Source: an optimization exercise on an open RTL-to-GDS flow (aim: small area and a short achievable clock period). Production flows keep margins and buffers that such runs may drop. In this exercise RTL edits were held to simulation tests only and were not proved equivalent to the original.

## run 1
Design fp16_alu, start of the top module:
module fp16_alu (
  input  wire        clk,
  input  wire [1:0]  op,
  input  wire [15:0] a,
  input  wire [15:0] b,
  output wire [15:0] z
);
Size: ~1700 cells after synthesis, about 51 I/O pins.
export LEC_CHECK = 0
export ABC_AREA = 1
export CAP_MARGIN = 20
export CORE_MARGIN = 2
export CORE_UTILIZATION = 40
export PLACE_DENSITY = 0.6
export SLEW_MARGIN = 20
create_clock -name core_clock -period 23.0 [get_ports {clk}]
standard.sh (not shown) runs the stock make flow with config.mk's settings and CLKGATE_MAP_FILE= SYNTH_SCRIPT=/design/flow/synth_recipe.tcl, a recipe that flattens the netlist after the stock synthesis.
==> flow/flow/run.sh <==
#!/bin/bash
# Standard layout with two changes:
#  - synthesis maps with an area-oriented ABC script (flow/abc_area.script,
#    used through ABC_AREA 1 from a copy of the ORFS scripts folder);
#  - timing repair aims for a setup slack of MARGIN ns, so that the
#    achieved clock period is short.
set -euo pipefail
MARGIN=14
here=$(pwd)
rm -rf "$here/scripts"
cp -r "$FLOW_HOME/scripts" "$here/scripts"
cp "$here/flow/abc_area.script" "$here/scripts/abc_area.script"
export SCRIPTS_DIR="$here/scripts"
export SETUP_SLACK_MARGIN=$MARGIN
bash standard.sh > standard_flow.log 2>&1
==> flow/flow/abc_area.script <==
strash
&get -n
&fraig -x
&put
scorr
dc2
strash
dch -f
map -a
topo
stime -c
buffer -c
upsize -c
dnsize -c
Run 1 ran to completion and came out clean on the timing, design-rule and antenna checks.
[inputs] run 2 vs run 1
-- flow/flow/run.sh --
<<< run 1, line 6
#    achieved clock period is short.
set -euo pipefail
MARGIN=14
here=$(pwd)
rm -rf "$here/scripts"
>>> run 2, line 6
#    achieved clock period is short.
set -euo pipefail
MARGIN=15
here=$(pwd)
rm -rf "$here/scripts"
In run 2 the count of placed standard cells in the final layout, fillers left out turned out 2.5% higher than in run 1.
Against run 1, run 2 comes in 0.88 ns higher on smallest setup slack after layout.
Wire length: run 2 worse than run 1
Edits applied to the flow inputs when going from run 2 to run 3:
==> flow/flow/run.sh <==
#!/bin/bash
# Standard layout, with timing repair aiming for setup slack 14 ns
# so that the achieved clock period is short.
set -euo pipefail
export SETUP_SLACK_MARGIN=14
bash standard.sh > standard_flow.log 2>&1
removed: flow/flow/abc_area.script
Findings:
From run 2 to run 3 the numbers moved as follows: global-route usage shrank by 1.3 points; total half-perimeter wirelength after legalization and detailed placement now sits higher; sequential share of layout area -0.25 points.
[inputs] run 4 vs run 3
==> flow/flow/run.sh <==
#!/bin/bash
# Standard layout, with timing repair aiming for setup slack 15 ns
# so that the achieved clock period is short.
set -euo pipefail
export SETUP_SLACK_MARGIN=15
bash standard.sh > standard_flow.log 2>&1
The flow did not stop early for run 4: all stages ran, and the layout cleared the timing, design-rule and antenna checks.
Relative to run 3, synthesis-to-finish area growth has increased by 1.8 points in run 4.
Relative to run 3, the smallest setup slack after layout of run 4 is higher by 0.57 ns.
Register area, run 4 and run 3, lower one = run 3.
Wire length | run 4 above run 3
The standard cells in run 4 occupy more silicon area than those in run 3 do.
Between run 3 and run 4, the sequential share of layout area does not differ in any meaningful way.
On worst hold slack, run 4 and run 3 are basically level.


fp16_alu, a different RTL version from the one above (not shown whole).
For scale: about 60 flip-flops, roughly 12000 sq um of cells after synthesis.
Settings: LEC_CHECK=0, ABC_AREA=1, CAP_MARGIN=20, CORE_MARGIN=2, CORE_UTILIZATION=60, PLACE_DENSITY=0.75, SLEW_MARGIN=20; clock period 23.0 ns.
==> flow/flow/run.sh <==
#!/bin/bash
# Standard layout with two changes:
#  - timing repair aims for a setup slack of 15 ns, so that the achieved
#    clock period is short;
#  - the port buffers are the smallest buffer, buf_1 (repair may upsize them).
set -euo pipefail
export SETUP_SLACK_MARGIN=15
export BUFFER_PORTS_ARGS="-buffer_cell sky130_fd_sc_hd__buf_1"
bash standard.sh > standard_flow.log 2>&1
Edit:
Settings changed: CORE_UTILIZATION 60 to 40, PLACE_DENSITY 0.75 to 0.6.
Worst setup slack gains 0.060 ns.
Hold slack is worse by 0.046 ns.
Design area goes up by 0.41%.
Area after synthesis is unchanged.
Routed wire length rose by about 4.5%.
Via count falls by about 1.8%.
Global-route usage drops by 10 points.
Edit:
--- a/flow/flow/run.sh
+++ b/flow/flow/run.sh
@@ -2 +2,3 @@
-# Standard layout with two changes:
+# Standard layout with three changes:
+#  - synthesis maps with an area-oriented ABC script (flow/abc_area.script,
+#    used through ABC_AREA 1 from a copy of the ORFS scripts folder);
@@ -6,0 +9,5 @@
+here=$(pwd)
+rm -rf "$here/scripts"
+cp -r "$FLOW_HOME/scripts" "$here/scripts"
+cp "$here/flow/abc_area.script" "$here/scripts/abc_area.script"
+export SCRIPTS_DIR="$here/scripts"
==> flow/flow/abc_area.script (new file) <==
strash
&get -n
&fraig -x
&put
scorr
dc2
strash
dch -f
map -a
topo
stime -c
buffer -c
upsize -c
dnsize -c
Result:
- The changed run went through all stages and came out clean
- global-route usage is higher by 1.4 points
- synthesized cell count is lower by about 13%
- maximum frequency is lower by 4.3%
- sequential share of layout area is about the same
Edit:
==> flow/flow/run.sh (replaced) <==
#!/bin/bash
# Standard layout with two changes:
#  - timing repair aims for a setup slack of 15.5 ns, so that the achieved
#    clock period is short;
#  - the port buffers are the smallest buffer, buf_1 (repair may upsize them).
set -euo pipefail
export SETUP_SLACK_MARGIN=15.5
export BUFFER_PORTS_ARGS="-buffer_cell sky130_fd_sc_hd__buf_1"
bash standard.sh > standard_flow.log 2>&1
removed: flow/flow/abc_area.script
=> Synthesized cell count increases by 15%. Maximum frequency increases by 6.6%. Non-clock buffer count decreases by 63. Worst setup slack improves by 0.48 ns. Area after synthesis increases by 9.3%.
Edit:
==> flow/flow/run.sh (replaced) <==
#!/bin/bash
# Standard layout, with timing repair aiming for setup slack 15 ns
# so that the achieved clock period is short.
set -euo pipefail
export SETUP_SLACK_MARGIN=15
bash standard.sh > standard_flow.log 2>&1
What happened: The new run completed without violations; register-to-register slack got worse by 0.33 ns; final area went up by 0.87%; final cell count is lower by 0.62%; via count falls by 1.0%; worst hold slack barely changes; utilization grows by 0.38 points; maximum frequency shrinks by 3.0%; setup slack gets worse by 0.22 ns; routed wire length drops by 1.1%.
Edit:
==> flow/flow/run.sh (replaced) <==
#!/bin/bash
# Standard layout with two changes:
#  - timing repair aims for a setup slack of 15.5 ns, so that the achieved
#    clock period is short;
#  - the port buffers are the smallest buffer, buf_1 (repair may upsize them).
set -euo pipefail
export SETUP_SLACK_MARGIN=15.5
export BUFFER_PORTS_ARGS="-buffer_cell sky130_fd_sc_hd__buf_1"
bash standard.sh > standard_flow.log 2>&1
Settings changed: CAP_MARGIN 20 to 5, SLEW_MARGIN 20 to 5.
After rerunning:
- The changed run went through all stages and came out clean
- hold slack got worse by 0.0055 ns
- cell area is lower by 0.87%
- utilization falls by 0.39 points
- routed wire length went up by 0.98%
- cell count grows by 0.59%
- setup slack gets better by 0.23 ns
- area after synthesis is unchanged
- count of clock-buffer cells in the layout fell by 1

afterwards: timing with drivers on the ports:
No port has a modelled driver above. Below, the same layouts with a new extraction and two added sets of constraints. Step 1: set_driving_cell puts a clkbuf_16 on clk and a buf_2 on each other input, an assumption about the parent block. Step 2, shift: input delay + t, output delay - t, t = (earliest + latest rising clock arrival at the registers) / 2. This alone moves slack from input paths to output paths. a / b / c = no drivers / after step 1 / after step 2; a / b = the first two.
| run | t (ns) | slack for setup (ns) | worst setup path after step 2 |
|---|---|---|---|
| run 1 | 0.395 | 14.520 / 14.520 / 14.520 | register to register |
| run 2 | 0.400 | 15.397 / 15.397 / 15.222 | input to register |
| run 3 | 0.383 | 14.873 / 14.873 / 14.873 | register to register |
| run 4 | 0.381 | 15.443 / 15.396 / 15.512 | register to register |
| the first run of note 2 | 0.378 | 15.593 / 15.593 / 15.593 | register to register |
| the second run of note 2 | 0.389 | 15.653 / 15.653 / 15.448 | input to register |
| the third run of note 2 | 0.379 | 15.325 / 15.325 / 15.325 | register to register |
| the fourth run of note 2 | 0.387 | 15.801 / 15.828 / 15.441 | input to register |
| the fifth run of note 2 | 0.383 | 15.577 / 15.530 / 15.263 | input to register |
| the sixth run of note 2 | 0.387 | 15.811 / 15.838 / 15.451 | input to register |
After both steps every run listed still meets setup and hold.
